This is an optimization exercise on Yosys and OpenROAD, whose aim is small area, a short achievable clock period and few clock cycles per item, not a production implementation.
No functional check of the RTL was part of any run shown here.

==> flow/design.v (outline; a module is shown in full before it is edited, if it fits) <==
// module M1: 429 lines
module M1 (
  input logic Clock,
  input logic Resetn,
  input logic Start,
  output logic Stop,
  output logic[17:0]   SRAM_address,
  output logic[15:0]   SRAM_write_data,
  output logic         SRAM_we_n,
  input logic[15:0]    SRAM_read_data
);
  // ...
==> flow/flow/run.sh <==
#!/bin/bash
# Standard synthesis and layout, with faster port buffers (buf_4) and the
# extra ORFS settings listed in flow/make.env (one NAME=value per line).
# Logs go to this folder.
set -uo pipefail
here=$(pwd)
args=()
while IFS= read -r line; do [ -n "$line" ] && args+=("$line"); done < flow/make.env
bash standard.sh synth > "$here/synth.log" 2>&1 || exit 1
bash standard.sh finish "BUFFER_PORTS_ARGS=-buffer_cell sky130_fd_sc_hd__buf_4" \
  "${args[@]}" > "$here/layout.log" 2>&1 || exit 1
==> flow/flow/make.env <==
CTS_CLUSTER_SIZE=25
CTS_CLUSTER_DIAMETER=100
==> flow/standard.sh <==
#!/bin/bash
# synth_recipe.tcl (not shown) runs the flow's synth.tcl, then flattens the netlist and writes it again
# the make line also repeats each setting of config.mk as NAME=value (left out here)
make -C /OpenROAD-flow-scripts/flow DESIGN_CONFIG=/design/flow/config.mk WORK_HOME=/design/flow/orfs CLKGATE_MAP_FILE= SYNTH_SCRIPT=/design/flow/synth_recipe.tcl "${@:-finish}"
==> flow/config.mk <==
export PLATFORM = sky130hd
export DESIGN_NAME = M1
export DESIGN_NICKNAME = M1
export VERILOG_FILES = /design/flow/design.v
export SDC_FILE = /design/flow/constraint.sdc
export NUM_CORES = 4
export LEC_CHECK = 0
export CAP_MARGIN = 20
export CORE_MARGIN = 2
export CORE_UTILIZATION = 40
export SLEW_MARGIN = 20
==> flow/constraint.sdc <==
create_clock -name core_clock -period 24.0 [get_ports {Clock}]
set_input_delay 4.8000 -clock core_clock [delete_from_list [all_inputs] [get_ports {Clock}]]
set_output_delay 4.8000 -clock core_clock [all_outputs]
set_load 0.01 [all_outputs]
==> flow_metrics.env, run 1 <==
export IMPL_status="finished clean"
export IMPL_cp_top_family="flip-flops"
export IMPL_finalSetupViolCount=0
export IMPL_synthSimpleGateAreaFrac_pct=9.79
export IMPL_top_layer_used="met4"
export IMPL_slowest_stage="dfrtp_1"
export IMPL_synth_area_leaders="edfxtp_1 (22%), fa_1 (19%), dfxtp_1 (15%), ha_1 (9.1%), inv_1 (6.4%)"
export IMPL_inverters=377
export IMPL_drtIter0Drc=985
export IMPL_synth_edff_count=162
export IMPL_multi_input_area_share_pct=51.2
export IMPL_holdPathEnd="pu[5][7]$_DFFE_PP_"
export IMPL_signal_buffers=70
export IMPL_dieArea_sq_um=56800
export IMPL_use_met1_pct=26.0
export IMPL_grt_setup_unrepaired="false"
export IMPL_cts_hold_buf=0
export IMPL_drive_gt1_share_pct=7.94
export IMPL_cts_tree="built"
export IMPL_synth_cell_types=70
export IMPL_comb_multi_input_count=1311
export IMPL_reg2reg_depth=14
export IMPL_grt_pass1_wl_mm=83.8
export IMPL_cts_sinks=327
==> module M1, before the edit <==
module M1 (
  input logic Clock,
  input logic Resetn,
  input logic Start,
  output logic Stop,
  output logic[17:0]   SRAM_address,
  output logic[15:0]   SRAM_write_data,
  output logic         SRAM_we_n,
  input logic[15:0]    SRAM_read_data
);
localparam logic [17:0] U_START   = 18'd38400;
localparam logic [17:0] V_START   = 18'd57600;
localparam logic [17:0] RGB_START = 18'd146944;
logic        act;
logic [9:0]  ph;       
logic [16:0] ya;       
logic [17:0] wa;       
logic [6:0]  col;      
logic        wen;
logic [7:0]  pu [0:7];
logic [7:0]  pv [0:7];
logic [15:0] yw;              
logic i_v, i_3, m0, m78, m79;
always_comb begin
  i_v = ph[1] | ph[5];        
  i_3 = ph[4] | ph[5];        
  m0  = (col == 7'd0);
  m78 = (col == 7'd78);
  m79 = (col == 7'd79);
end
logic [7:0] t [0:5];
logic [7:0] s0, s1, s2, s3, s4, s5;
always_comb begin
  for (int k = 0; k < 6; k++) t[k] = i_v ? pv[k] : pu[k];
  s1 = (m0 & ~i_3) ? t[2] : t[1];
  s0 = m0 ? s1 : t[0];
  s2 = t[2];
  s3 = (m79 & i_3) ? t[2] : t[3];
  s4 = m79 ? s3 : t[4];
  s5 = m79 ? s3 : (m78 & i_3) ? t[4] : t[5];
end
logic [8:0] ia, ib, ic;       
always_ff @(posedge Clock) begin
  ia <= {1'b0, s0} + {1'b0, s5};
  ib <= {1'b0, s1} + {1'b0, s4};
  ic <= {1'b0, s2} + {1'b0, s3};
end
wire [16:0] isum;
wire [8:0]  ichr = isum[16:8];
wire ti_w1 = ia[7] ^ ia[5]; wire ti_w2 = ia[7] & ia[5];
wire ti_w3 = ia[8] ^ ia[6]; wire ti_w4 = ia[8] & ia[6];
wire ti_w5 = ia[4] ^ ia[2]; wire ti_w6 = ia[4] & ia[2];
wire ti_w7 = ia[5] ^ ia[3] ^ ia[1]; wire ti_w8 = (ia[5] & ia[3]) | (ia[1] & (ia[5] ^ ia[3]));
wire ti_w9 = ~ib[3] ^ ~ib[1] ^ ~ib[0]; wire ti_w10 = (~ib[3] & ~ib[1]) | (~ib[0] & (~ib[3] ^ ~ib[1]));
wire ti_w11 = ia[6] ^ ia[4] ^ ia[2]; wire ti_w12 = (ia[6] & ia[4]) | (ia[2] & (ia[6] ^ ia[4]));
wire ti_w13 = ~ib[4] ^ ~ib[2] ^ ~ib[1]; wire ti_w14 = (~ib[4] & ~ib[2]) | (~ib[1] & (~ib[4] ^ ~ib[2]));
wire ti_w15 = ia[3] ^ ~ib[5] ^ ~ib[3]; wire ti_w16 = (ia[3] & ~ib[5]) | (~ib[3] & (ia[3] ^ ~ib[5]));
wire ti_w17 = ~ib[2] ^ ~ic[7] ^ ic[2]; wire ti_w18 = (~ib[2] & ~ic[7]) | (ic[2] & (~ib[2] ^ ~ic[7]));
wire ti_w19 = ic[0] ^ ti_w1; wire ti_w20 = ic[0] & ti_w1;
wire ti_w21 = ia[4] ^ ~ib[6] ^ ~ib[4]; wire ti_w22 = (ia[4] & ~ib[6]) | (~ib[4] & (ia[4] ^ ~ib[6]));
wire ti_w23 = ~ib[3] ^ ~ic[8] ^ ic[3]; wire ti_w24 = (~ib[3] & ~ic[8]) | (ic[3] & (~ib[3] ^ ~ic[8]));
wire ti_w25 = ic[1] ^ ti_w2 ^ ti_w3; wire ti_w26 = (ic[1] & ti_w2) | (ti_w3 & (ic[1] ^ ti_w2));
wire ti_w27 = ia[7] ^ ia[5] ^ ~ib[7]; wire ti_w28 = (ia[7] & ia[5]) | (~ib[7] & (ia[7] ^ ia[5]));
wire ti_w29 = ~ib[5] ^ ~ib[4] ^ ic[4]; wire ti_w30 = (~ib[5] & ~ib[4]) | (ic[4] & (~ib[5] ^ ~ib[4]));
wire ti_w31 = ~(ic[2] ^ ti_w4); wire ti_w32 = (ic[2]) | (ti_w4);
wire ti_w33 = ia[8] ^ ia[6] ^ ~ib[8]; wire ti_w34 = (ia[8] & ia[6]) | (~ib[8] & (ia[8] ^ ia[6]));
wire ti_w35 = ~ib[6] ^ ~ib[5] ^ ic[5]; wire ti_w36 = (~ib[6] & ~ib[5]) | (ic[5] & (~ib[6] ^ ~ib[5]));
wire ti_w37 = ~(ic[3]); wire ti_w38 = ic[3];
wire ti_w39 = ia[7] ^ ~ib[7] ^ ~ib[6]; wire ti_w40 = (ia[7] & ~ib[7]) | (~ib[6] & (ia[7] ^ ~ib[7]));
wire ti_w41 = ia[8] ^ ~ib[8]; wire ti_w42 = ia[8] & ~ib[8];
wire ti_w43 = ia[2] ^ ia[0]; wire ti_w44 = ia[2] & ia[0];
wire ti_w45 = ia[3] ^ ia[1]; wire ti_w46 = ia[3] & ia[1];
wire ti_w47 = ia[0] ^ ~ib[2] ^ ~ib[0]; wire ti_w48 = (ia[0] & ~ib[2]) | (~ib[0] & (ia[0] ^ ~ib[2]));
wire ti_w49 = ~ic[4] ^ ti_w5; wire ti_w50 = ~ic[4] & ti_w5;
wire ti_w51 = ~ic[5] ^ ic[0] ^ ti_w6; wire ti_w52 = (~ic[5] & ic[0]) | (ti_w6 & (~ic[5] ^ ic[0]));
wire ti_w53 = ~(ti_w7 ^ ti_w9); wire ti_w54 = (ti_w7) | (ti_w9);
wire ti_w55 = ~ic[6] ^ ic[1] ^ ti_w8; wire ti_w56 = (~ic[6] & ic[1]) | (ti_w8 & (~ic[6] ^ ic[1]));
wire ti_w57 = ti_w10 ^ ti_w11 ^ ti_w13; wire ti_w58 = (ti_w10 & ti_w11) | (ti_w13 & (ti_w10 ^ ti_w11));
wire ti_w59 = ti_w12 ^ ti_w14 ^ ti_w15; wire ti_w60 = (ti_w12 & ti_w14) | (ti_w15 & (ti_w12 ^ ti_w14));
wire ti_w61 = ~(ti_w17 ^ ti_w19); wire ti_w62 = (ti_w17) | (ti_w19);
wire ti_w63 = ti_w16 ^ ti_w18 ^ ti_w20; wire ti_w64 = (ti_w16 & ti_w18) | (ti_w20 & (ti_w16 ^ ti_w18));
wire ti_w65 = ti_w21 ^ ti_w23 ^ ti_w25; wire ti_w66 = (ti_w21 & ti_w23) | (ti_w25 & (ti_w21 ^ ti_w23));
wire ti_w67 = ti_w22 ^ ti_w24 ^ ti_w26; wire ti_w68 = (ti_w22 & ti_w24) | (ti_w26 & (ti_w22 ^ ti_w24));
wire ti_w69 = ti_w27 ^ ti_w29 ^ ti_w31; wire ti_w70 = (ti_w27 & ti_w29) | (ti_w31 & (ti_w27 ^ ti_w29));
wire ti_w71 = ti_w28 ^ ti_w30 ^ ti_w32; wire ti_w72 = (ti_w28 & ti_w30) | (ti_w32 & (ti_w28 ^ ti_w30));
wire ti_w73 = ti_w33 ^ ti_w35 ^ ti_w37; wire ti_w74 = (ti_w33 & ti_w35) | (ti_w37 & (ti_w33 ^ ti_w35));
wire ti_w75 = ic[6] ^ ic[4] ^ ti_w34; wire ti_w76 = (ic[6] & ic[4]) | (ti_w34 & (ic[6] ^ ic[4]));
wire ti_w77 = ti_w36 ^ ti_w38 ^ ti_w39; wire ti_w78 = (ti_w36 & ti_w38) | (ti_w39 & (ti_w36 ^ ti_w38));
wire ti_w79 = ~ib[7] ^ ic[7] ^ ic[5]; wire ti_w80 = (~ib[7] & ic[7]) | (ic[5] & (~ib[7] ^ ic[7]));
wire ti_w81 = ~(ti_w40 ^ ti_w41); wire ti_w82 = (ti_w40) | (ti_w41);
wire ti_w83 = ~ib[8] ^ ic[8] ^ ic[6]; wire ti_w84 = (~ib[8] & ic[8]) | (ic[6] & (~ib[8] ^ ic[8]));
wire ti_w85 = ~ib[0] ^ ~ic[2]; wire ti_w86 = ~ib[0] & ~ic[2];
wire ti_w87 = ~ib[1] ^ ~ic[3] ^ ti_w44; wire ti_w88 = (~ib[1] & ~ic[3]) | (ti_w44 & (~ib[1] ^ ~ic[3]));
wire ti_w89 = ti_w46 ^ ti_w47 ^ ti_w49; wire ti_w90 = (ti_w46 & ti_w47) | (ti_w49 & (ti_w46 ^ ti_w47));
wire ti_w91 = ti_w48 ^ ti_w50 ^ ti_w51; wire ti_w92 = (ti_w48 & ti_w50) | (ti_w51 & (ti_w48 ^ ti_w50));
wire ti_w93 = ti_w52 ^ ti_w54 ^ ti_w55; wire ti_w94 = (ti_w52 & ti_w54) | (ti_w55 & (ti_w52 ^ ti_w54));
wire ti_w95 = ti_w56 ^ ti_w58 ^ ti_w59; wire ti_w96 = (ti_w56 & ti_w58) | (ti_w59 & (ti_w56 ^ ti_w58));
wire ti_w97 = ti_w60 ^ ti_w62 ^ ti_w63; wire ti_w98 = (ti_w60 & ti_w62) | (ti_w63 & (ti_w60 ^ ti_w62));
wire ti_w99 = ti_w64 ^ ti_w66 ^ ti_w67; wire ti_w100 = (ti_w64 & ti_w66) | (ti_w67 & (ti_w64 ^ ti_w66));
wire ti_w101 = ti_w68 ^ ti_w70 ^ ti_w71; wire ti_w102 = (ti_w68 & ti_w70) | (ti_w71 & (ti_w68 ^ ti_w70));
wire ti_w103 = ti_w72 ^ ti_w74 ^ ti_w75; wire ti_w104 = (ti_w72 & ti_w74) | (ti_w75 & (ti_w72 ^ ti_w74));
wire ti_w105 = ti_w76 ^ ti_w78 ^ ti_w79; wire ti_w106 = (ti_w76 & ti_w78) | (ti_w79 & (ti_w76 ^ ti_w78));
wire ti_w107 = ti_w42 ^ ti_w80 ^ ti_w82; wire ti_w108 = (ti_w42 & ti_w80) | (ti_w82 & (ti_w42 ^ ti_w80));
wire ti_w109 = ia[0] ^ ~ic[0]; wire ti_w110 = ia[0] & ~ic[0];
wire ti_w111 = ia[1] ^ ~ic[1]; wire ti_w112 = ia[1] & ~ic[1];
wire ti_w113 = ~(ti_w43 ^ ti_w85); wire ti_w114 = (ti_w43) | (ti_w85);
wire ti_w115 = ti_w45 ^ ti_w86 ^ ti_w87; wire ti_w116 = (ti_w45 & ti_w86) | (ti_w87 & (ti_w45 ^ ti_w86));
wire ti_w117 = ~(ti_w88 ^ ti_w89); wire ti_w118 = (ti_w88) | (ti_w89);
wire ti_w119 = ti_w53 ^ ti_w90 ^ ti_w91; wire ti_w120 = (ti_w53 & ti_w90) | (ti_w91 & (ti_w53 ^ ti_w90));
wire ti_w121 = ti_w57 ^ ti_w92 ^ ti_w93; wire ti_w122 = (ti_w57 & ti_w92) | (ti_w93 & (ti_w57 ^ ti_w92));
wire ti_w123 = ti_w61 ^ ti_w94 ^ ti_w95; wire ti_w124 = (ti_w61 & ti_w94) | (ti_w95 & (ti_w61 ^ ti_w94));
wire ti_w125 = ti_w65 ^ ti_w96 ^ ti_w97; wire ti_w126 = (ti_w65 & ti_w96) | (ti_w97 & (ti_w65 ^ ti_w96));
wire ti_w127 = ti_w69 ^ ti_w98 ^ ti_w99; wire ti_w128 = (ti_w69 & ti_w98) | (ti_w99 & (ti_w69 ^ ti_w98));
wire ti_w129 = ti_w73 ^ ti_w100 ^ ti_w101; wire ti_w130 = (ti_w73 & ti_w100) | (ti_w101 & (ti_w73 ^ ti_w100));
wire ti_w131 = ti_w77 ^ ti_w102 ^ ti_w103; wire ti_w132 = (ti_w77 & ti_w102) | (ti_w103 & (ti_w77 ^ ti_w102));
wire ti_w133 = ti_w81 ^ ti_w104 ^ ti_w105; wire ti_w134 = (ti_w81 & ti_w104) | (ti_w105 & (ti_w81 ^ ti_w104));
wire ti_w135 = ti_w83 ^ ti_w106 ^ ti_w107; wire ti_w136 = (ti_w83 & ti_w106) | (ti_w107 & (ti_w83 ^ ti_w106));
wire ti_w137 = ic[7] ^ ti_w84 ^ ti_w108; wire ti_w138 = (ic[7] & ti_w84) | (ti_w108 & (ic[7] ^ ti_w84));
wire [16:0] ti_ra = {1'b0, ic[8], ti_w136, ti_w134, ti_w132, ti_w130, ti_w128, ti_w126, ti_w124, ti_w122, ti_w120, ti_w118, ti_w116, ti_w114, ti_w112, ti_w110, 1'b1};
wire [16:0] ti_rb = {1'b0, ti_w138, ti_w137, ti_w135, ti_w133, ti_w131, ti_w129, ti_w127, ti_w125, ti_w123, ti_w121, ti_w119, ti_w117, ti_w115, ti_w113, ti_w111, ti_w109};
assign isum = ti_ra + ti_rb;
logic [7:0] ey;
logic [8:0] eu, ev, ex;       
logic       mb;               
logic [8:0] u_even, v_even;
always_comb begin
  u_even = {pu[2][7], ~pu[2][7], pu[2][6:0]};
  v_even = {pv[2][7], ~pv[2][7], pv[2][6:0]};
end
always_ff @(posedge Clock) begin
  ey <= ({8{ph[0]}} & SRAM_read_data[15:8])
      | ({8{ph[1] | ph[4] | ph[5]}} & yw[15:8])
      | ({8{ph[2] | ph[3] | ph[6] | ph[7]}} & yw[7:0]);
  if (ph[0] | ph[4]) eu <= u_even;
  else if (ph[1] | ph[5]) eu <= ichr;
  if (ph[0] | ph[4]) ev <= v_even;
  else if (ph[2] | ph[6]) ev <= ichr;
  if (ph[0] | ph[4]) ex <= v_even;
  else if (ph[2] | ph[6]) ex <= ichr;
  else ex <= eu;
  mb <= ph[1] | ph[3] | ph[5] | ph[7];
end
wire [26:0] sX, sG;
wire tx_w1 = ~ey[6] ^ ex[8]; wire tx_w2 = ~ey[6] & ex[8];
wire tx_w3 = ~ey[7] ^ ey[0]; wire tx_w4 = ~ey[7] & ey[0];
wire tx_w5 = ey[2] ^ ey[0]; wire tx_w6 = ey[2] & ey[0];
wire tx_w7 = ey[3] ^ ey[1]; wire tx_w8 = ey[3] & ey[1];
wire tx_w9 = ey[4] ^ ey[2]; wire tx_w10 = ey[4] & ey[2];
wire tx_w11 = ey[5] ^ ey[3] ^ ey[1]; wire tx_w12 = (ey[5] & ey[3]) | (ey[1] & (ey[5] ^ ey[3]));
wire tx_w13 = ey[6] ^ ey[4] ^ ey[2]; wire tx_w14 = (ey[6] & ey[4]) | (ey[2] & (ey[6] ^ ey[4]));
wire tx_w15 = ex[8] ^ (mb ? ex[5] : ex[4]); wire tx_w16 = ex[8] & (mb ? ex[5] : ex[4]);
wire tx_w17 = ey[7] ^ ey[5] ^ ey[3]; wire tx_w18 = (ey[7] & ey[5]) | (ey[3] & (ey[7] ^ ey[5]));
wire tx_w19 = ey[0] ^ (mb ? ex[6] : ex[5]) ^ (~mb & ex[0]); wire tx_w20 = (ey[0] & (mb ? ex[6] : ex[5])) | ((~mb & ex[0]) & (ey[0] ^ (mb ? ex[6] : ex[5])));
wire tx_w21 = ey[6] ^ ey[4] ^ ey[1]; wire tx_w22 = (ey[6] & ey[4]) | (ey[1] & (ey[6] ^ ey[4]));
wire tx_w23 = (mb ? ex[7] : ex[6]) ^ (mb ? ex[0] : ex[1]); wire tx_w24 = (mb ? ex[7] : ex[6]) & (mb ? ex[0] : ex[1]);
wire tx_w25 = ey[7] ^ ey[5] ^ ey[2]; wire tx_w26 = (ey[7] & ey[5]) | (ey[2] & (ey[7] ^ ey[5]));
wire tx_w27 = ~mb ^ (mb ? ex[8] : ex[7]) ^ (mb ? ex[1] : ex[2]); wire tx_w28 = (~mb & (mb ? ex[8] : ex[7])) | ((mb ? ex[1] : ex[2]) & (~mb ^ (mb ? ex[8] : ex[7])));
wire tx_w29 = ey[6] ^ ey[3] ^ mb; wire tx_w30 = (ey[6] & ey[3]) | (mb & (ey[6] ^ ey[3]));
wire tx_w31 = (~mb & ex[8]) ^ (mb ? ex[2] : ex[3]); wire tx_w32 = (~mb & ex[8]) & (mb ? ex[2] : ex[3]);
wire tx_w33 = ey[7] ^ ey[4] ^ ~mb; wire tx_w34 = (ey[7] & ey[4]) | (~mb & (ey[7] ^ ey[4]));
wire tx_w35 = ~ey[2] ^ ex[4]; wire tx_w36 = ~ey[2] & ex[4];
wire tx_w37 = ~ey[3] ^ ex[5] ^ ex[4]; wire tx_w38 = (~ey[3] & ex[5]) | (ex[4] & (~ey[3] ^ ex[5]));
wire tx_w39 = ~ey[4] ^ ex[6] ^ ex[5]; wire tx_w40 = (~ey[4] & ex[6]) | (ex[5] & (~ey[4] ^ ex[6]));
wire tx_w41 = ex[2] ^ (mb & ex[3]); wire tx_w42 = ex[2] & (mb & ex[3]);
wire tx_w43 = ~ey[5] ^ ex[7] ^ ex[6]; wire tx_w44 = (~ey[5] & ex[7]) | (ex[6] & (~ey[5] ^ ex[7]));
wire tx_w45 = ex[3] ^ ex[0] ^ (mb & ex[4]); wire tx_w46 = (ex[3] & ex[0]) | ((mb & ex[4]) & (ex[3] ^ ex[0]));
wire tx_w47 = ex[7] ^ ex[4] ^ ex[1]; wire tx_w48 = (ex[7] & ex[4]) | (ex[1] & (ex[7] ^ ex[4]));
wire tx_w49 = ~((mb & ex[5]) ^ tx_w1); wire tx_w50 = ((mb & ex[5])) | (tx_w1);
wire tx_w51 = ex[8] ^ ex[5] ^ ex[2]; wire tx_w52 = (ex[8] & ex[5]) | (ex[2] & (ex[8] ^ ex[5]));
wire tx_w53 = (mb & ex[6]) ^ tx_w2 ^ tx_w3; wire tx_w54 = ((mb & ex[6]) & tx_w2) | (tx_w3 & ((mb & ex[6]) ^ tx_w2));
wire tx_w55 = ey[1] ^ ex[6] ^ ex[3]; wire tx_w56 = (ey[1] & ex[6]) | (ex[3] & (ey[1] ^ ex[6]));
wire tx_w57 = (mb & ex[0]) ^ (mb & ex[7]) ^ tx_w4; wire tx_w58 = ((mb & ex[0]) & (mb & ex[7])) | (tx_w4 & ((mb & ex[0]) ^ (mb & ex[7])));
wire tx_w59 = ex[7] ^ ex[4] ^ ~mb; wire tx_w60 = (ex[7] & ex[4]) | (~mb & (ex[7] ^ ex[4]));
wire tx_w61 = (mb ? ex[1] : ex[0]) ^ (mb & ex[8]) ^ tx_w5; wire tx_w62 = ((mb ? ex[1] : ex[0]) & (mb & ex[8])) | (tx_w5 & ((mb ? ex[1] : ex[0]) ^ (mb & ex[8])));
wire tx_w63 = ex[8] ^ ex[5] ^ (mb ? ex[2] : ex[1]); wire tx_w64 = (ex[8] & ex[5]) | ((mb ? ex[2] : ex[1]) & (ex[8] ^ ex[5]));
wire tx_w65 = (~mb & ex[0]) ^ tx_w6 ^ tx_w7; wire tx_w66 = ((~mb & ex[0]) & tx_w6) | (tx_w7 & ((~mb & ex[0]) ^ tx_w6));
wire tx_w67 = ey[0] ^ ex[6] ^ (mb ? ex[3] : ex[2]); wire tx_w68 = (ey[0] & ex[6]) | ((mb ? ex[3] : ex[2]) & (ey[0] ^ ex[6]));
wire tx_w69 = (~mb & ex[1]) ^ tx_w8 ^ tx_w9; wire tx_w70 = ((~mb & ex[1]) & tx_w8) | (tx_w9 & ((~mb & ex[1]) ^ tx_w8));
wire tx_w71 = ex[7] ^ (mb ? ex[4] : ex[3]) ^ (~mb & ex[2]); wire tx_w72 = (ex[7] & (mb ? ex[4] : ex[3])) | ((~mb & ex[2]) & (ex[7] ^ (mb ? ex[4] : ex[3])));
wire tx_w73 = ~(tx_w10 ^ tx_w11); wire tx_w74 = (tx_w10) | (tx_w11);
wire tx_w75 = (~mb & ex[3]) ^ (~mb & ex[0]) ^ tx_w12; wire tx_w76 = ((~mb & ex[3]) & (~mb & ex[0])) | (tx_w12 & ((~mb & ex[3]) ^ (~mb & ex[0])));
wire tx_w77 = ~(tx_w13 ^ tx_w15); wire tx_w78 = (tx_w13) | (tx_w15);
wire tx_w79 = (~mb & ex[4]) ^ (~mb & ex[1]) ^ tx_w14; wire tx_w80 = ((~mb & ex[4]) & (~mb & ex[1])) | (tx_w14 & ((~mb & ex[4]) ^ (~mb & ex[1])));
wire tx_w81 = tx_w16 ^ tx_w17 ^ tx_w19; wire tx_w82 = (tx_w16 & tx_w17) | (tx_w19 & (tx_w16 ^ tx_w17));
wire tx_w83 = (~mb & ex[5]) ^ (~mb & ex[2]) ^ tx_w18; wire tx_w84 = ((~mb & ex[5]) & (~mb & ex[2])) | (tx_w18 & ((~mb & ex[5]) ^ (~mb & ex[2])));
wire tx_w85 = tx_w20 ^ tx_w21 ^ tx_w23; wire tx_w86 = (tx_w20 & tx_w21) | (tx_w23 & (tx_w20 ^ tx_w21));
wire tx_w87 = (~mb & ex[6]) ^ (~mb & ex[3]) ^ tx_w22; wire tx_w88 = ((~mb & ex[6]) & (~mb & ex[3])) | (tx_w22 & ((~mb & ex[6]) ^ (~mb & ex[3])));
wire tx_w89 = tx_w24 ^ tx_w25 ^ tx_w27; wire tx_w90 = (tx_w24 & tx_w25) | (tx_w27 & (tx_w24 ^ tx_w25));
wire tx_w91 = (~mb & ex[7]) ^ (~mb & ex[4]) ^ tx_w26; wire tx_w92 = ((~mb & ex[7]) & (~mb & ex[4])) | (tx_w26 & ((~mb & ex[7]) ^ (~mb & ex[4])));
wire tx_w93 = tx_w28 ^ tx_w29 ^ tx_w31; wire tx_w94 = (tx_w28 & tx_w29) | (tx_w31 & (tx_w28 ^ tx_w29));
wire tx_w95 = (mb ? ex[3] : ex[4]) ^ (~mb & ex[8]) ^ (~mb & ex[5]); wire tx_w96 = ((mb ? ex[3] : ex[4]) & (~mb & ex[8])) | ((~mb & ex[5]) & ((mb ? ex[3] : ex[4]) ^ (~mb & ex[8])));
wire tx_w97 = tx_w30 ^ tx_w32 ^ tx_w33; wire tx_w98 = (tx_w30 & tx_w32) | (tx_w33 & (tx_w30 ^ tx_w32));
wire tx_w99 = ey[5] ^ mb ^ (mb ? ex[4] : ex[5]); wire tx_w100 = (ey[5] & mb) | ((mb ? ex[4] : ex[5]) & (ey[5] ^ mb));
wire tx_w101 = (~mb & ex[6]) ^ tx_w34; wire tx_w102 = (~mb & ex[6]) & tx_w34;
wire tx_w103 = ey[6] ^ (mb ? ex[5] : ex[6]) ^ (~mb & ex[7]); wire tx_w104 = (ey[6] & (mb ? ex[5] : ex[6])) | ((~mb & ex[7]) & (ey[6] ^ (mb ? ex[5] : ex[6])));
wire tx_w105 = ey[7] ^ mb; wire tx_w106 = ey[7] & mb;
wire tx_w107 = ~ey[0] ^ ex[2]; wire tx_w108 = ~ey[0] & ex[2];
wire tx_w109 = ~ey[1] ^ ex[3] ^ ex[2]; wire tx_w110 = (~ey[1] & ex[3]) | (ex[2] & (~ey[1] ^ ex[3]));
wire tx_w111 = ex[3] ^ ex[0] ^ (mb & ex[1]); wire tx_w112 = (ex[3] & ex[0]) | ((mb & ex[1]) & (ex[3] ^ ex[0]));
wire tx_w113 = ex[1] ^ (mb & ex[2]) ^ tx_w36; wire tx_w114 = (ex[1] & (mb & ex[2])) | (tx_w36 & (ex[1] ^ (mb & ex[2])));
wire tx_w115 = tx_w38 ^ tx_w39 ^ tx_w41; wire tx_w116 = (tx_w38 & tx_w39) | (tx_w41 & (tx_w38 ^ tx_w39));
wire tx_w117 = tx_w40 ^ tx_w42 ^ tx_w43; wire tx_w118 = (tx_w40 & tx_w42) | (tx_w43 & (tx_w40 ^ tx_w42));
wire tx_w119 = tx_w44 ^ tx_w46 ^ tx_w47; wire tx_w120 = (tx_w44 & tx_w46) | (tx_w47 & (tx_w44 ^ tx_w46));
wire tx_w121 = tx_w48 ^ tx_w50 ^ tx_w51; wire tx_w122 = (tx_w48 & tx_w50) | (tx_w51 & (tx_w48 ^ tx_w50));
wire tx_w123 = tx_w52 ^ tx_w54 ^ tx_w55; wire tx_w124 = (tx_w52 & tx_w54) | (tx_w55 & (tx_w52 ^ tx_w54));
wire tx_w125 = tx_w56 ^ tx_w58 ^ tx_w59; wire tx_w126 = (tx_w56 & tx_w58) | (tx_w59 & (tx_w56 ^ tx_w58));
wire tx_w127 = tx_w60 ^ tx_w62 ^ tx_w63; wire tx_w128 = (tx_w60 & tx_w62) | (tx_w63 & (tx_w60 ^ tx_w62));
wire tx_w129 = tx_w64 ^ tx_w66 ^ tx_w67; wire tx_w130 = (tx_w64 & tx_w66) | (tx_w67 & (tx_w64 ^ tx_w66));
wire tx_w131 = tx_w68 ^ tx_w70 ^ tx_w71; wire tx_w132 = (tx_w68 & tx_w70) | (tx_w71 & (tx_w68 ^ tx_w70));
wire tx_w133 = tx_w72 ^ tx_w74 ^ tx_w75; wire tx_w134 = (tx_w72 & tx_w74) | (tx_w75 & (tx_w72 ^ tx_w74));
wire tx_w135 = tx_w76 ^ tx_w78 ^ tx_w79; wire tx_w136 = (tx_w76 & tx_w78) | (tx_w79 & (tx_w76 ^ tx_w78));
wire tx_w137 = tx_w80 ^ tx_w82 ^ tx_w83; wire tx_w138 = (tx_w80 & tx_w82) | (tx_w83 & (tx_w80 ^ tx_w82));
wire tx_w139 = tx_w84 ^ tx_w86 ^ tx_w87; wire tx_w140 = (tx_w84 & tx_w86) | (tx_w87 & (tx_w84 ^ tx_w86));
wire tx_w141 = tx_w88 ^ tx_w90 ^ tx_w91; wire tx_w142 = (tx_w88 & tx_w90) | (tx_w91 & (tx_w88 ^ tx_w90));
wire tx_w143 = tx_w92 ^ tx_w94 ^ tx_w95; wire tx_w144 = (tx_w92 & tx_w94) | (tx_w95 & (tx_w92 ^ tx_w94));
wire tx_w145 = tx_w96 ^ tx_w98 ^ tx_w99; wire tx_w146 = (tx_w96 & tx_w98) | (tx_w99 & (tx_w96 ^ tx_w98));
wire tx_w147 = tx_w100 ^ tx_w102 ^ tx_w103; wire tx_w148 = (tx_w100 & tx_w102) | (tx_w103 & (tx_w100 ^ tx_w102));
wire tx_w149 = (mb ? ex[6] : ex[7]) ^ (~mb & ex[8]) ^ tx_w104; wire tx_w150 = ((mb ? ex[6] : ex[7]) & (~mb & ex[8])) | (tx_w104 & ((mb ? ex[6] : ex[7]) ^ (~mb & ex[8])));
wire tx_w151 = mb ^ (mb ? ex[7] : ex[8]); wire tx_w152 = mb & (mb ? ex[7] : ex[8]);
wire tx_w153 = ex[1] ^ tx_w107; wire tx_w154 = ex[1] & tx_w107;
wire tx_w155 = (mb & ex[0]) ^ tx_w108 ^ tx_w109; wire tx_w156 = ((mb & ex[0]) & tx_w108) | (tx_w109 & ((mb & ex[0]) ^ tx_w108));
wire tx_w157 = tx_w35 ^ tx_w110 ^ tx_w111; wire tx_w158 = (tx_w35 & tx_w110) | (tx_w111 & (tx_w35 ^ tx_w110));
wire tx_w159 = tx_w37 ^ tx_w112 ^ tx_w113; wire tx_w160 = (tx_w37 & tx_w112) | (tx_w113 & (tx_w37 ^ tx_w112));
wire tx_w161 = ~(tx_w114 ^ tx_w115); wire tx_w162 = (tx_w114) | (tx_w115);
wire tx_w163 = tx_w45 ^ tx_w116 ^ tx_w117; wire tx_w164 = (tx_w45 & tx_w116) | (tx_w117 & (tx_w45 ^ tx_w116));
wire tx_w165 = tx_w49 ^ tx_w118 ^ tx_w119; wire tx_w166 = (tx_w49 & tx_w118) | (tx_w119 & (tx_w49 ^ tx_w118));
wire tx_w167 = tx_w53 ^ tx_w120 ^ tx_w121; wire tx_w168 = (tx_w53 & tx_w120) | (tx_w121 & (tx_w53 ^ tx_w120));
wire tx_w169 = tx_w57 ^ tx_w122 ^ tx_w123; wire tx_w170 = (tx_w57 & tx_w122) | (tx_w123 & (tx_w57 ^ tx_w122));
wire tx_w171 = tx_w61 ^ tx_w124 ^ tx_w125; wire tx_w172 = (tx_w61 & tx_w124) | (tx_w125 & (tx_w61 ^ tx_w124));
wire tx_w173 = tx_w65 ^ tx_w126 ^ tx_w127; wire tx_w174 = (tx_w65 & tx_w126) | (tx_w127 & (tx_w65 ^ tx_w126));
wire tx_w175 = tx_w69 ^ tx_w128 ^ tx_w129; wire tx_w176 = (tx_w69 & tx_w128) | (tx_w129 & (tx_w69 ^ tx_w128));
wire tx_w177 = tx_w73 ^ tx_w130 ^ tx_w131; wire tx_w178 = (tx_w73 & tx_w130) | (tx_w131 & (tx_w73 ^ tx_w130));
wire tx_w179 = tx_w77 ^ tx_w132 ^ tx_w133; wire tx_w180 = (tx_w77 & tx_w132) | (tx_w133 & (tx_w77 ^ tx_w132));
wire tx_w181 = tx_w81 ^ tx_w134 ^ tx_w135; wire tx_w182 = (tx_w81 & tx_w134) | (tx_w135 & (tx_w81 ^ tx_w134));
wire tx_w183 = tx_w85 ^ tx_w136 ^ tx_w137; wire tx_w184 = (tx_w85 & tx_w136) | (tx_w137 & (tx_w85 ^ tx_w136));
wire tx_w185 = tx_w89 ^ tx_w138 ^ tx_w139; wire tx_w186 = (tx_w89 & tx_w138) | (tx_w139 & (tx_w89 ^ tx_w138));
wire tx_w187 = tx_w93 ^ tx_w140 ^ tx_w141; wire tx_w188 = (tx_w93 & tx_w140) | (tx_w141 & (tx_w93 ^ tx_w140));
wire tx_w189 = tx_w97 ^ tx_w142 ^ tx_w143; wire tx_w190 = (tx_w97 & tx_w142) | (tx_w143 & (tx_w97 ^ tx_w142));
wire tx_w191 = tx_w101 ^ tx_w144 ^ tx_w145; wire tx_w192 = (tx_w101 & tx_w144) | (tx_w145 & (tx_w101 ^ tx_w144));
wire tx_w193 = ~(tx_w146 ^ tx_w147); wire tx_w194 = (tx_w146) | (tx_w147);
wire tx_w195 = tx_w105 ^ tx_w148 ^ tx_w149; wire tx_w196 = (tx_w105 & tx_w148) | (tx_w149 & (tx_w105 ^ tx_w148));
wire tx_w197 = tx_w106 ^ tx_w150 ^ tx_w151; wire tx_w198 = (tx_w106 & tx_w150) | (tx_w151 & (tx_w106 ^ tx_w150));
wire tx_w199 = ~mb ^ (mb & ex[8]) ^ tx_w152; wire tx_w200 = (~mb & (mb & ex[8])) | (tx_w152 & (~mb ^ (mb & ex[8])));
wire [26:0] tx_ra = {1'b1, tx_w198, tx_w196, tx_w194, tx_w192, tx_w190, tx_w188, tx_w186, tx_w184, tx_w182, tx_w180, tx_w178, tx_w176, tx_w174, tx_w172, tx_w170, tx_w168, tx_w166, tx_w164, tx_w162, tx_w160, tx_w158, tx_w156, tx_w154, 1'b1, ex[1], ex[0]};
wire [26:0] tx_rb = {tx_w200, tx_w199, tx_w197, tx_w195, tx_w193, tx_w191, tx_w189, tx_w187, tx_w185, tx_w183, tx_w181, tx_w179, tx_w177, tx_w175, tx_w173, tx_w171, tx_w169, tx_w167, tx_w165, tx_w163, tx_w161, tx_w159, tx_w157, tx_w155, tx_w153, ex[0], 1'b0};
assign sX = tx_ra + tx_rb;
wire tg_w1 = ey[7] ^ ey[5]; wire tg_w2 = ey[7] & ey[5];
wire tg_w3 = ey[6] ^ ey[4] ^ ey[1]; wire tg_w4 = (ey[6] & ey[4]) | (ey[1] & (ey[6] ^ ey[4]));
wire tg_w5 = ey[7] ^ ey[5]; wire tg_w6 = ey[7] & ey[5];
wire tg_w7 = ey[3] ^ ey[1]; wire tg_w8 = ey[3] & ey[1];
wire tg_w9 = ey[4] ^ ey[2] ^ ey[0]; wire tg_w10 = (ey[4] & ey[2]) | (ey[0] & (ey[4] ^ ey[2]));
wire tg_w11 = ey[5] ^ ey[3] ^ ey[1]; wire tg_w12 = (ey[5] & ey[3]) | (ey[1] & (ey[5] ^ ey[3]));
wire tg_w13 = ~eu[4] ^ ~eu[1] ^ ~eu[0]; wire tg_w14 = (~eu[4] & ~eu[1]) | (~eu[0] & (~eu[4] ^ ~eu[1]));
wire tg_w15 = ey[6] ^ ey[4] ^ ey[2]; wire tg_w16 = (ey[6] & ey[4]) | (ey[2] & (ey[6] ^ ey[4]));
wire tg_w17 = ~eu[5] ^ ~eu[2] ^ ~eu[1]; wire tg_w18 = (~eu[5] & ~eu[2]) | (~eu[1] & (~eu[5] ^ ~eu[2]));
wire tg_w19 = ~ev[3] ^ ~ev[1]; wire tg_w20 = ~ev[3] & ~ev[1];
wire tg_w21 = ey[3] ^ ey[0] ^ ~eu[6]; wire tg_w22 = (ey[3] & ey[0]) | (~eu[6] & (ey[3] ^ ey[0]));
wire tg_w23 = ~eu[3] ^ ~eu[2] ^ ~ev[4]; wire tg_w24 = (~eu[3] & ~eu[2]) | (~ev[4] & (~eu[3] ^ ~eu[2]));
wire tg_w25 = ~ev[2] ^ ~ev[1] ^ tg_w1; wire tg_w26 = (~ev[2] & ~ev[1]) | (tg_w1 & (~ev[2] ^ ~ev[1]));
wire tg_w27 = ~eu[7] ^ ~eu[4] ^ ~eu[3]; wire tg_w28 = (~eu[7] & ~eu[4]) | (~eu[3] & (~eu[7] ^ ~eu[4]));
wire tg_w29 = ~ev[5] ^ ~ev[3] ^ ~ev[2]; wire tg_w30 = (~ev[5] & ~ev[3]) | (~ev[2] & (~ev[5] ^ ~ev[3]));
wire tg_w31 = ~(tg_w2 ^ tg_w3); wire tg_w32 = (tg_w2) | (tg_w3);
wire tg_w33 = ey[2] ^ ~eu[8] ^ ~eu[5]; wire tg_w34 = (ey[2] & ~eu[8]) | (~eu[5] & (ey[2] ^ ~eu[8]));
wire tg_w35 = ~eu[4] ^ ~ev[6] ^ ~ev[4]; wire tg_w36 = (~eu[4] & ~ev[6]) | (~ev[4] & (~eu[4] ^ ~ev[6]));
wire tg_w37 = ~ev[3] ^ tg_w4 ^ tg_w5; wire tg_w38 = (~ev[3] & tg_w4) | (tg_w5 & (~ev[3] ^ tg_w4));
wire tg_w39 = ey[6] ^ ey[3] ^ ~eu[6]; wire tg_w40 = (ey[6] & ey[3]) | (~eu[6] & (ey[6] ^ ey[3]));
wire tg_w41 = ~eu[5] ^ ~ev[7] ^ ~ev[5]; wire tg_w42 = (~eu[5] & ~ev[7]) | (~ev[5] & (~eu[5] ^ ~ev[7]));
wire tg_w43 = ~(~ev[4] ^ tg_w6); wire tg_w44 = (~ev[4]) | (tg_w6);
wire tg_w45 = ey[7] ^ ey[4] ^ ~eu[7]; wire tg_w46 = (ey[7] & ey[4]) | (~eu[7] & (ey[7] ^ ey[4]));
wire tg_w47 = ~eu[6] ^ ~ev[8] ^ ~ev[6]; wire tg_w48 = (~eu[6] & ~ev[8]) | (~ev[6] & (~eu[6] ^ ~ev[8]));
wire tg_w49 = ~(~ev[5]); wire tg_w50 = ~ev[5];
wire tg_w51 = ey[5] ^ ~eu[8] ^ ~eu[7]; wire tg_w52 = (ey[5] & ~eu[8]) | (~eu[7] & (ey[5] ^ ~eu[8]));
wire tg_w53 = ~ev[7] ^ ~ev[6]; wire tg_w54 = ~ev[7] & ~ev[6];
wire tg_w55 = ~ey[2] ^ ~eu[1]; wire tg_w56 = ~ey[2] & ~eu[1];
wire tg_w57 = ~ey[3] ^ ~eu[2] ^ ~eu[1]; wire tg_w58 = (~ey[3] & ~eu[2]) | (~eu[1] & (~ey[3] ^ ~eu[2]));
wire tg_w59 = ~ev[5] ^ ~ev[0]; wire tg_w60 = ~ev[5] & ~ev[0];
wire tg_w61 = ~ey[4] ^ ~eu[3] ^ ~eu[2]; wire tg_w62 = (~ey[4] & ~eu[3]) | (~eu[2] & (~ey[4] ^ ~eu[3]));
wire tg_w63 = ~(~ev[6] ^ ~ev[1]); wire tg_w64 = (~ev[6]) | (~ev[1]);
wire tg_w65 = ~ey[5] ^ ~eu[4] ^ ~eu[3]; wire tg_w66 = (~ey[5] & ~eu[4]) | (~eu[3] & (~ey[5] ^ ~eu[4]));
wire tg_w67 = ~ev[7] ^ ~ev[2]; wire tg_w68 = ~ev[7] & ~ev[2];
wire tg_w69 = ~ey[6] ^ ~eu[5] ^ ~eu[4]; wire tg_w70 = (~ey[6] & ~eu[5]) | (~eu[4] & (~ey[6] ^ ~eu[5]));
wire tg_w71 = ~(~ev[8] ^ ~ev[3]); wire tg_w72 = (~ev[8]) | (~ev[3]);
wire tg_w73 = ~ey[7] ^ ey[0] ^ ~eu[6]; wire tg_w74 = (~ey[7] & ey[0]) | (~eu[6] & (~ey[7] ^ ey[0]));
wire tg_w75 = ~(~eu[5] ^ ~ev[4]); wire tg_w76 = (~eu[5]) | (~ev[4]);
wire tg_w77 = ey[1] ^ ~eu[7] ^ ~eu[6]; wire tg_w78 = (ey[1] & ~eu[7]) | (~eu[6] & (ey[1] ^ ~eu[7]));
wire tg_w79 = ~(~eu[0] ^ ~ev[5]); wire tg_w80 = (~eu[0]) | (~ev[5]);
wire tg_w81 = ey[2] ^ ey[0] ^ ~eu[8]; wire tg_w82 = (ey[2] & ey[0]) | (~eu[8] & (ey[2] ^ ey[0]));
wire tg_w83 = ~eu[7] ^ ~eu[1] ^ ~ev[6]; wire tg_w84 = (~eu[7] & ~eu[1]) | (~ev[6] & (~eu[7] ^ ~eu[1]));
wire tg_w85 = ~eu[8] ^ ~eu[2] ^ ~ev[7]; wire tg_w86 = (~eu[8] & ~eu[2]) | (~ev[7] & (~eu[8] ^ ~eu[2]));
wire tg_w87 = ~(~ev[0] ^ tg_w7); wire tg_w88 = (~ev[0]) | (tg_w7);
wire tg_w89 = ~eu[3] ^ ~eu[0] ^ ~ev[8]; wire tg_w90 = (~eu[3] & ~eu[0]) | (~ev[8] & (~eu[3] ^ ~eu[0]));
wire tg_w91 = ~ev[1] ^ tg_w8 ^ tg_w9; wire tg_w92 = (~ev[1] & tg_w8) | (tg_w9 & (~ev[1] ^ tg_w8));
wire tg_w93 = ~ev[2] ^ ~ev[0] ^ tg_w10; wire tg_w94 = (~ev[2] & ~ev[0]) | (tg_w10 & (~ev[2] ^ ~ev[0]));
wire tg_w95 = ~(tg_w11 ^ tg_w13); wire tg_w96 = (tg_w11) | (tg_w13);
wire tg_w97 = ~ev[0] ^ tg_w12 ^ tg_w14; wire tg_w98 = (~ev[0] & tg_w12) | (tg_w14 & (~ev[0] ^ tg_w12));
wire tg_w99 = tg_w15 ^ tg_w17 ^ tg_w19; wire tg_w100 = (tg_w15 & tg_w17) | (tg_w19 & (tg_w15 ^ tg_w17));
wire tg_w101 = tg_w16 ^ tg_w18 ^ tg_w20; wire tg_w102 = (tg_w16 & tg_w18) | (tg_w20 & (tg_w16 ^ tg_w18));
wire tg_w103 = tg_w21 ^ tg_w23 ^ tg_w25; wire tg_w104 = (tg_w21 & tg_w23) | (tg_w25 & (tg_w21 ^ tg_w23));
wire tg_w105 = tg_w22 ^ tg_w24 ^ tg_w26; wire tg_w106 = (tg_w22 & tg_w24) | (tg_w26 & (tg_w22 ^ tg_w24));
wire tg_w107 = tg_w27 ^ tg_w29 ^ tg_w31; wire tg_w108 = (tg_w27 & tg_w29) | (tg_w31 & (tg_w27 ^ tg_w29));
wire tg_w109 = tg_w28 ^ tg_w30 ^ tg_w32; wire tg_w110 = (tg_w28 & tg_w30) | (tg_w32 & (tg_w28 ^ tg_w30));
wire tg_w111 = tg_w33 ^ tg_w35 ^ tg_w37; wire tg_w112 = (tg_w33 & tg_w35) | (tg_w37 & (tg_w33 ^ tg_w35));
wire tg_w113 = tg_w34 ^ tg_w36 ^ tg_w38; wire tg_w114 = (tg_w34 & tg_w36) | (tg_w38 & (tg_w34 ^ tg_w36));
wire tg_w115 = tg_w39 ^ tg_w41 ^ tg_w43; wire tg_w116 = (tg_w39 & tg_w41) | (tg_w43 & (tg_w39 ^ tg_w41));
wire tg_w117 = tg_w40 ^ tg_w42 ^ tg_w44; wire tg_w118 = (tg_w40 & tg_w42) | (tg_w44 & (tg_w40 ^ tg_w42));
wire tg_w119 = tg_w45 ^ tg_w47 ^ tg_w49; wire tg_w120 = (tg_w45 & tg_w47) | (tg_w49 & (tg_w45 ^ tg_w47));
wire tg_w121 = tg_w46 ^ tg_w48 ^ tg_w50; wire tg_w122 = (tg_w46 & tg_w48) | (tg_w50 & (tg_w46 ^ tg_w48));
wire tg_w123 = ~(tg_w51 ^ tg_w53); wire tg_w124 = (tg_w51) | (tg_w53);
wire tg_w125 = ey[6] ^ ~eu[8] ^ ~ev[8]; wire tg_w126 = (ey[6] & ~eu[8]) | (~ev[8] & (ey[6] ^ ~eu[8]));
wire tg_w127 = ~ev[7] ^ tg_w52 ^ tg_w54; wire tg_w128 = (~ev[7] & tg_w52) | (tg_w54 & (~ev[7] ^ tg_w52));
wire tg_w129 = ey[7] ^ ~ev[8]; wire tg_w130 = ey[7] & ~ev[8];
wire tg_w131 = ~ey[1] ^ ~eu[0]; wire tg_w132 = ~ey[1] & ~eu[0];
wire tg_w133 = ~eu[0] ^ ~ev[4] ^ tg_w55; wire tg_w134 = (~eu[0] & ~ev[4]) | (tg_w55 & (~eu[0] ^ ~ev[4]));
wire tg_w135 = tg_w56 ^ tg_w57 ^ tg_w59; wire tg_w136 = (tg_w56 & tg_w57) | (tg_w59 & (tg_w56 ^ tg_w57));
wire tg_w137 = tg_w58 ^ tg_w60 ^ tg_w61; wire tg_w138 = (tg_w58 & tg_w60) | (tg_w61 & (tg_w58 ^ tg_w60));
wire tg_w139 = tg_w62 ^ tg_w64 ^ tg_w65; wire tg_w140 = (tg_w62 & tg_w64) | (tg_w65 & (tg_w62 ^ tg_w64));
wire tg_w141 = tg_w66 ^ tg_w68 ^ tg_w69; wire tg_w142 = (tg_w66 & tg_w68) | (tg_w69 & (tg_w66 ^ tg_w68));
wire tg_w143 = tg_w70 ^ tg_w72 ^ tg_w73; wire tg_w144 = (tg_w70 & tg_w72) | (tg_w73 & (tg_w70 ^ tg_w72));
wire tg_w145 = tg_w74 ^ tg_w76 ^ tg_w77; wire tg_w146 = (tg_w74 & tg_w76) | (tg_w77 & (tg_w74 ^ tg_w76));
wire tg_w147 = tg_w78 ^ tg_w80 ^ tg_w81; wire tg_w148 = (tg_w78 & tg_w80) | (tg_w81 & (tg_w78 ^ tg_w80));
wire tg_w149 = tg_w82 ^ tg_w84 ^ tg_w85; wire tg_w150 = (tg_w82 & tg_w84) | (tg_w85 & (tg_w82 ^ tg_w84));
wire tg_w151 = tg_w86 ^ tg_w88 ^ tg_w89; wire tg_w152 = (tg_w86 & tg_w88) | (tg_w89 & (tg_w86 ^ tg_w88));
wire tg_w153 = tg_w90 ^ tg_w92 ^ tg_w93; wire tg_w154 = (tg_w90 & tg_w92) | (tg_w93 & (tg_w90 ^ tg_w92));
wire tg_w155 = tg_w94 ^ tg_w96 ^ tg_w97; wire tg_w156 = (tg_w94 & tg_w96) | (tg_w97 & (tg_w94 ^ tg_w96));
wire tg_w157 = tg_w98 ^ tg_w100 ^ tg_w101; wire tg_w158 = (tg_w98 & tg_w100) | (tg_w101 & (tg_w98 ^ tg_w100));
wire tg_w159 = tg_w102 ^ tg_w104 ^ tg_w105; wire tg_w160 = (tg_w102 & tg_w104) | (tg_w105 & (tg_w102 ^ tg_w104));
wire tg_w161 = tg_w106 ^ tg_w108 ^ tg_w109; wire tg_w162 = (tg_w106 & tg_w108) | (tg_w109 & (tg_w106 ^ tg_w108));
wire tg_w163 = tg_w110 ^ tg_w112 ^ tg_w113; wire tg_w164 = (tg_w110 & tg_w112) | (tg_w113 & (tg_w110 ^ tg_w112));
wire tg_w165 = tg_w114 ^ tg_w116 ^ tg_w117; wire tg_w166 = (tg_w114 & tg_w116) | (tg_w117 & (tg_w114 ^ tg_w116));
wire tg_w167 = tg_w118 ^ tg_w120 ^ tg_w121; wire tg_w168 = (tg_w118 & tg_w120) | (tg_w121 & (tg_w118 ^ tg_w120));
wire tg_w169 = tg_w122 ^ tg_w124 ^ tg_w125; wire tg_w170 = (tg_w122 & tg_w124) | (tg_w125 & (tg_w122 ^ tg_w124));
wire tg_w171 = tg_w126 ^ tg_w128 ^ tg_w129; wire tg_w172 = (tg_w126 & tg_w128) | (tg_w129 & (tg_w126 ^ tg_w128));
wire tg_w173 = ~ey[0] ^ ~ev[2]; wire tg_w174 = ~ey[0] & ~ev[2];
wire tg_w175 = ~(~ev[3] ^ tg_w131); wire tg_w176 = (~ev[3]) | (tg_w131);
wire tg_w177 = ~(tg_w132 ^ tg_w133); wire tg_w178 = (tg_w132) | (tg_w133);
wire tg_w179 = ~(tg_w134 ^ tg_w135); wire tg_w180 = (tg_w134) | (tg_w135);
wire tg_w181 = tg_w63 ^ tg_w136 ^ tg_w137; wire tg_w182 = (tg_w63 & tg_w136) | (tg_w137 & (tg_w63 ^ tg_w136));
wire tg_w183 = tg_w67 ^ tg_w138 ^ tg_w139; wire tg_w184 = (tg_w67 & tg_w138) | (tg_w139 & (tg_w67 ^ tg_w138));
wire tg_w185 = tg_w71 ^ tg_w140 ^ tg_w141; wire tg_w186 = (tg_w71 & tg_w140) | (tg_w141 & (tg_w71 ^ tg_w140));
wire tg_w187 = tg_w75 ^ tg_w142 ^ tg_w143; wire tg_w188 = (tg_w75 & tg_w142) | (tg_w143 & (tg_w75 ^ tg_w142));
wire tg_w189 = tg_w79 ^ tg_w144 ^ tg_w145; wire tg_w190 = (tg_w79 & tg_w144) | (tg_w145 & (tg_w79 ^ tg_w144));
wire tg_w191 = tg_w83 ^ tg_w146 ^ tg_w147; wire tg_w192 = (tg_w83 & tg_w146) | (tg_w147 & (tg_w83 ^ tg_w146));
wire tg_w193 = tg_w87 ^ tg_w148 ^ tg_w149; wire tg_w194 = (tg_w87 & tg_w148) | (tg_w149 & (tg_w87 ^ tg_w148));
wire tg_w195 = tg_w91 ^ tg_w150 ^ tg_w151; wire tg_w196 = (tg_w91 & tg_w150) | (tg_w151 & (tg_w91 ^ tg_w150));
wire tg_w197 = tg_w95 ^ tg_w152 ^ tg_w153; wire tg_w198 = (tg_w95 & tg_w152) | (tg_w153 & (tg_w95 ^ tg_w152));
wire tg_w199 = tg_w99 ^ tg_w154 ^ tg_w155; wire tg_w200 = (tg_w99 & tg_w154) | (tg_w155 & (tg_w99 ^ tg_w154));
wire tg_w201 = tg_w103 ^ tg_w156 ^ tg_w157; wire tg_w202 = (tg_w103 & tg_w156) | (tg_w157 & (tg_w103 ^ tg_w156));
wire tg_w203 = tg_w107 ^ tg_w158 ^ tg_w159; wire tg_w204 = (tg_w107 & tg_w158) | (tg_w159 & (tg_w107 ^ tg_w158));
wire tg_w205 = tg_w111 ^ tg_w160 ^ tg_w161; wire tg_w206 = (tg_w111 & tg_w160) | (tg_w161 & (tg_w111 ^ tg_w160));
wire tg_w207 = tg_w115 ^ tg_w162 ^ tg_w163; wire tg_w208 = (tg_w115 & tg_w162) | (tg_w163 & (tg_w115 ^ tg_w162));
wire tg_w209 = tg_w119 ^ tg_w164 ^ tg_w165; wire tg_w210 = (tg_w119 & tg_w164) | (tg_w165 & (tg_w119 ^ tg_w164));
wire tg_w211 = tg_w123 ^ tg_w166 ^ tg_w167; wire tg_w212 = (tg_w123 & tg_w166) | (tg_w167 & (tg_w123 ^ tg_w166));
wire tg_w213 = tg_w127 ^ tg_w168 ^ tg_w169; wire tg_w214 = (tg_w127 & tg_w168) | (tg_w169 & (tg_w127 ^ tg_w168));
wire tg_w215 = ~(tg_w170 ^ tg_w171); wire tg_w216 = (tg_w170) | (tg_w171);
wire tg_w217 = tg_w130 ^ tg_w172; wire tg_w218 = tg_w130 & tg_w172;
wire [26:0] tg_ra = {1'b1, 1'b1, tg_w216, tg_w214, tg_w212, tg_w210, tg_w208, tg_w206, tg_w204, tg_w202, tg_w200, tg_w198, tg_w196, tg_w194, tg_w192, tg_w190, tg_w188, tg_w186, tg_w184, tg_w182, tg_w180, tg_w178, tg_w176, tg_w174, 1'b1, ~ev[1], ~ev[0]};
wire [26:0] tg_rb = {1'b0, tg_w218, tg_w217, tg_w215, tg_w213, tg_w211, tg_w209, tg_w207, tg_w205, tg_w203, tg_w201, tg_w199, tg_w197, tg_w195, tg_w193, tg_w191, tg_w189, tg_w187, tg_w185, tg_w183, tg_w181, tg_w179, tg_w177, tg_w175, tg_w173, 1'b0, 1'b1};
assign sG = tg_ra + tg_rb;
logic [10:0] qx, qg;          
logic [7:0] cx, cg, hb;
function automatic logic [7:0] clip(input logic [10:0] x);
  if (x[10]) clip = 8'd0;
  else if (x[9:8] != 2'b00) clip = 8'd255;
  else clip = x[7:0];
endfunction
always_comb begin
  cx = clip(qx);
  cg = clip(qg);
end
logic wr_next;     
always_comb wr_next = wen & (ph[2] | ph[4] | ph[5] | ph[6] | ph[8] | ph[9]);
logic we;          
assign SRAM_we_n = ~we;
always_ff @(posedge Clock or negedge Resetn) begin
  if (~Resetn) begin
    act <= 1'b0;
    Stop <= 1'b0;
    we <= 1'b0;
  end else begin
    we <= 1'b0;
    if (!act) begin
      if (Start && !Stop) act <= 1'b1;
    end else if (wr_next) begin
      we <= 1'b1;
      if (wa == 18'h3FFFF) begin
        Stop <= 1'b1;
        act <= 1'b0;
      end
    end
  end
end
always_ff @(posedge Clock) begin
  if (!act) begin
    ph <= 10'b00_0000_0100;
    ya <= -17'sd4;
    wa <= RGB_START;
    col <= 7'd77;
    wen <= 1'b0;
    SRAM_address <= U_START;
  end else begin
    ph <= {ph[8:0], ph[9]};
    if (ph[1]) SRAM_address <= U_START + 18'd2 + {{2{ya[16]}}, ya[16:1]};
    if (ph[3]) SRAM_address <= V_START + 18'd2 + {{2{ya[16]}}, ya[16:1]};
    if (ph[0] | ph[7]) begin SRAM_address <= {2'd0, ya[15:0]}; ya <= ya + 17'd1; end
    if (wr_next) begin SRAM_address <= wa; wa <= wa + 18'd1; end
    if (ph[1] && ya == 17'd2) wen <= 1'b1;
    if (ph[6]) col <= (col == 7'd79) ? 7'd0 : col + 7'd1;
  end
end
always_ff @(posedge Clock) begin
  if (ph[0] | ph[3]) yw <= SRAM_read_data;
  if (ph[2] | ph[4]) begin
    for (int k = 0; k < 6; k++) pu[k] <= pu[k+1];
    pu[6] <= ph[4] ? SRAM_read_data[15:8] : pu[7];
    pu[7] <= SRAM_read_data[7:0];
  end
  if (ph[2] | ph[6]) begin
    for (int k = 0; k < 6; k++) pv[k] <= pv[k+1];
    pv[6] <= ph[6] ? SRAM_read_data[15:8] : pv[7];
    pv[7] <= SRAM_read_data[7:0];
  end
  qx <= sX[26:16];
  qg <= sG[26:16];
  hb <= cx;
  if (ph[4] | ph[8]) SRAM_write_data <= {hb, cx};
  else if (ph[5] | ph[9]) SRAM_write_data <= {cg, cx};
  else SRAM_write_data <= {cx, cg};
end
endmodule
==> run 2: changes to the inputs <==
--- a/flow/design.v
+++ b/flow/design.v
@@ -19,12 +19,10 @@
 logic [17:0] wa;       
 logic [6:0]  col;      
 logic        wen;
-logic [7:0]  pu [0:7];
-logic [7:0]  pv [0:7];
+logic [7:0]  cw [0:15];
 logic [15:0] yw;              
-logic i_v, i_3, m0, m78, m79;
+logic i_3, m0, m78, m79;
 always_comb begin
-  i_v = ph[1] | ph[5];        
   i_3 = ph[4] | ph[5];        
   m0  = (col == 7'd0);
   m78 = (col == 7'd78);
@@ -33,7 +31,7 @@
 logic [7:0] t [0:5];
 logic [7:0] s0, s1, s2, s3, s4, s5;
 always_comb begin
-  for (int k = 0; k < 6; k++) t[k] = i_v ? pv[k] : pu[k];
+  for (int k = 0; k < 6; k++) t[k] = cw[2*k];
   s1 = (m0 & ~i_3) ? t[2] : t[1];
   s0 = m0 ? s1 : t[0];
   s2 = t[2];
@@ -126,8 +124,8 @@
 logic       mb;               
 logic [8:0] u_even, v_even;
 always_comb begin
-  u_even = {pu[2][7], ~pu[2][7], pu[2][6:0]};
-  v_even = {pv[2][7], ~pv[2][7], pv[2][6:0]};
+  u_even = {cw[4][7], ~cw[4][7], cw[4][6:0]};
+  v_even = {cw[5][7], ~cw[5][7], cw[5][6:0]};
 end
 always_ff @(posedge Clock) begin
   ey <= ({8{ph[0]}} & SRAM_read_data[15:8])
@@ -411,15 +409,10 @@
 end
 always_ff @(posedge Clock) begin
   if (ph[0] | ph[3]) yw <= SRAM_read_data;
-  if (ph[2] | ph[4]) begin
-    for (int k = 0; k < 6; k++) pu[k] <= pu[k+1];
-    pu[6] <= ph[4] ? SRAM_read_data[15:8] : pu[7];
-    pu[7] <= SRAM_read_data[7:0];
-  end
-  if (ph[2] | ph[6]) begin
-    for (int k = 0; k < 6; k++) pv[k] <= pv[k+1];
-    pv[6] <= ph[6] ? SRAM_read_data[15:8] : pv[7];
-    pv[7] <= SRAM_read_data[7:0];
+  if (ph[0] | ph[1] | ph[4] | ph[6]) begin
+    for (int k = 0; k < 15; k++) cw[k] <= cw[k+1];
+    cw[13] <= (ph[4] | ph[6]) ? SRAM_read_data[15:8] : cw[14];
+    cw[15] <= SRAM_read_data[7:0];
   end
   qx <= sX[26:16];
   qg <= sG[26:16];
==> run 2 against run 1 <==
Against the previous run: worst setup slack worse by 0.0017 ns; critical endpoint unchanged; clock skew down 0.0092 ns; cell count down 5.2%; still clean; synthesized area down 3.4%; synthesized cell count down 6.9%; wire length down 15%; die area down 3.3%.
==> flow_metrics.env, run 2 <==
export IMPL_clk_pin_slew_worst_paths_ns=0.10
export IMPL_finalSetupViolCount=0
export IMPL_finalHoldViolCount=0
export IMPL_drc=0
export IMPL_required_ns=19.20
export IMPL_yosysSeqAreaShare_pct=38.6
export IMPL_crit_chain="buf_4"
export IMPL_holdPathEnd="cw[10][7]$_DFFE_PP_"
export IMPL_avgViaCountPerCell=4.94
export IMPL_post_route_period_util_pct=24.6
export IMPL_dp_cells=2633
export IMPL_start_kind="register"
export IMPL_rows=84
export IMPL_slew_violations=0
export IMPL_cts_made_buffers=17
export IMPL_synth_most_common_cell="inv_1"
export IMPL_cts_sinks=327
export IMPL_grt_max_degree=75
export IMPL_reg2reg_slack_ns=18.75
export IMPL_cp_num_cells=1
export IMPL_reg2reg_depth=14
export IMPL_final_cell_mix="inv_1 (362), fa_1 (213), dfxtp_1 (162), edfxtp_1 (162), ha_1 (159)"
export IMPL_tns_ns=0
export IMPL_synth_area_leaders="edfxtp_1 (23%), fa_1 (20%), dfxtp_1 (15%), ha_1 (9.4%), inv_1 (6.4%)"
export IMPL_synth_top_area_cell="edfxtp_1"
export IMPL_synth_cell_types=79
export IMPL_final_common_cell="inv_1"
export IMPL_clock_latency_ns=0.54
export IMPL_avgRoutedWirePerCell_um=16.7
export IMPL_fp_dieH_um=234
export IMPL_end_kind="output port"
export IMPL_path_class="register to output port"
export IMPL_r2r_end="qx[10]$_DFF_P_"
export IMPL_grt_ovfl_total=0
export IMPL_grt_setup_unrepaired="false"
export IMPL_routed_wl_mm=44.6
export IMPL_root_buffer="clkbuf_16"
export IMPL_largest_reg_flops=128
export IMPL_coreArea_sq_um=52400
export IMPL_io_pins=55
export IMPL_grt_use_total_pct=16.8
export IMPL_holdCritStartpoint="cw[11][7]$_DFFE_PP_"
export IMPL_fin_nets=2355
export IMPL_fin_cells=2664
export IMPL_syn_avg_cell_area_sq_um=11.0
export IMPL_synth_top_area_share_pct=22.9
export IMPL_use_met2_pct=28.8
export IMPL_netlist_top_cells_count="inv_1 (362), fa_1 (213), dfxtp_1 (162), edfxtp_1 (162), ha_1 (159)"
export IMPL_dieArea_sq_um=54900
export IMPL_clockBufferDepth=3
export IMPL_hpwl_mm=35.6
export IMPL_post_cts_buffers=0
export IMPL_cap_viol_max_count=0
export IMPL_initial_utilization_pct=40.4
export IMPL_ant_nets=0
export IMPL_cts_max_level=1
export IMPL_async_flop_share_pct=0.917
export IMPL_post_route_min_period_ns=5.90
export IMPL_gp_congestion=0.889
export IMPL_drtIter0Drc=799
export IMPL_clock_skew_ns=0.0186
export IMPL_r2r_start="mb$_DFF_P_"
export IMPL_status="finished clean"
export IMPL_slowest_stage="dfrtp_1"
export IMPL_utilization_pct=43.5
export IMPL_top_usage_layer="met2"
export IMPL_largest_registers="cw x128, SRAM_address x18, wa x18"
export IMPL_grt_pass1_wl_mm=73.0
export IMPL_worstPathMaxFanout=3
export IMPL_ys_flop_type="edfxtp_1"
export IMPL_syn_inst=1931
export IMPL_holdCritPathClass="register to register"
export IMPL_ys_ff_latch=327
export IMPL_num_vias=13200
export IMPL_portBuffers=54
export IMPL_fillers=4906
export IMPL_grt_pass1_vias=13800
export IMPL_worst_path_buf_inv=1
export IMPL_worst_slew_pin_slew_ns=0.963
export IMPL_area_growth_synth_to_final_pct=7.50
export IMPL_worstPathArrival_ns=1.10
export IMPL_min_path_cells=0
export IMPL_cts_tree="built"
export IMPL_slew_limit_headroom_pct=35.3
export IMPL_synth_nets=2322
export IMPL_synth_edff_count=162
export IMPL_synth_warnings=3
export IMPL_use_met3_pct=1.41
export IMPL_largest_register="cw"
export IMPL_chipWidth_um=234
export IMPL_drive_gt1_share_pct=8.05
export IMPL_syn_area_sq_um=21200
export IMPL_cts_resized=0
export IMPL_first_pass_iters=5
export IMPL_fmax_ghz=0.169
export IMPL_use_met1_pct=23.2
export IMPL_antenna_found_initial=0
export IMPL_cts_hold_buf=0
export IMPL_cp_top_family="flip-flops"
export IMPL_slowest_delay_ns=0.42
## run 2: through the flow
step / cell area [sq um] / setup slack, ns / hold WS (ns)
finish: 22800 / 18.10 / 0.417
global route: 22800 / 18.06 / 0.431
CTS: 22800 / 18.07 / 0.422
detailed placement: 22300 / 18.51 / 0.405
global placement: 22300 / 18.55 / 0.400
floorplan: 21200 / 18.71 / 0.400
## run 2: area by class of cell
class | instances | area, sq um | share of cell area, %
timing repair buffer | 61 | 458 | 2.01
multi-input combinational | 1195 | 11400 | 50.1
clock buffer | 26 | 459 | 2.01
clock inverter | 4 | 37.5 | 0.165
tap | 688 | 861 | 3.78
antenna | 1 | 2.50 | 0.0110
inverter | 362 | 1360 | 5.96
sequential | 327 | 8180 | 35.9
## run 2: metal layers
metal  vias up  routed length (um)
met5         -                   0
met4         0                 866
met3        54                1370
met2       207               21600
met1      6504               20700
li1       6406                   -
## run 2: worst max path at each step
stage,startpoint,end,slack (ns)
after floorplan,SRAM_read_data[8],cw[13][0]$_DFFE_PP_,18.71
after global placement,SRAM_read_data[9],ey[1]$_DFF_P_,18.55
after detailed placement,SRAM_read_data[12],ey[4]$_DFF_P_,18.51
after CTS,Stop$_DFFE_PN0P_,Stop,18.07
after global routing,Stop$_DFFE_PN0P_,Stop,18.06
final,Stop$_DFFE_PN0P_,Stop,18.10
## run 2: logic make-up after synthesis
logic type	after synthesis	synth area share, %
buffers and inverters	409	7.53
AND/OR/NAND/NOR	406	9.37
adder cells (fa/ha/maj)	372	29.5
flip-flops	327	38.6
AO/OA/AOI/OAI	279	8.59
XOR/XNOR	81	3.35
multiplexers	57	3.07

==> afterwards: timing with drivers on the ports <==
How much do the figures lean on ideal ports? The routed layouts below were timed once more, with nothing changed but the port constraints. Step 1 assumes that a clkbuf_16 drives the clock port and a buf_2 every other input. Step 2 times the ports against the registers' clock, not the clock port: input delays grow and output delays shrink by t, the midpoint of the rising clock arrivals with the driver on. a / b / c = ideal / step 1 / step 2; a / b = the first two.
run	shift t [ns]	slack for setup (ns)	clock arrival spread, ns	worst register clock-pin slew, ns
run 1	0.585	18.100 / 18.043 / 18.499	0.031 / 0.031	0.11 / 0.11
run 2	0.583	18.098 / 18.041 / 18.503	0.023 / 0.023	0.10 / 0.10
After both steps setup and hold are still met in every run listed.
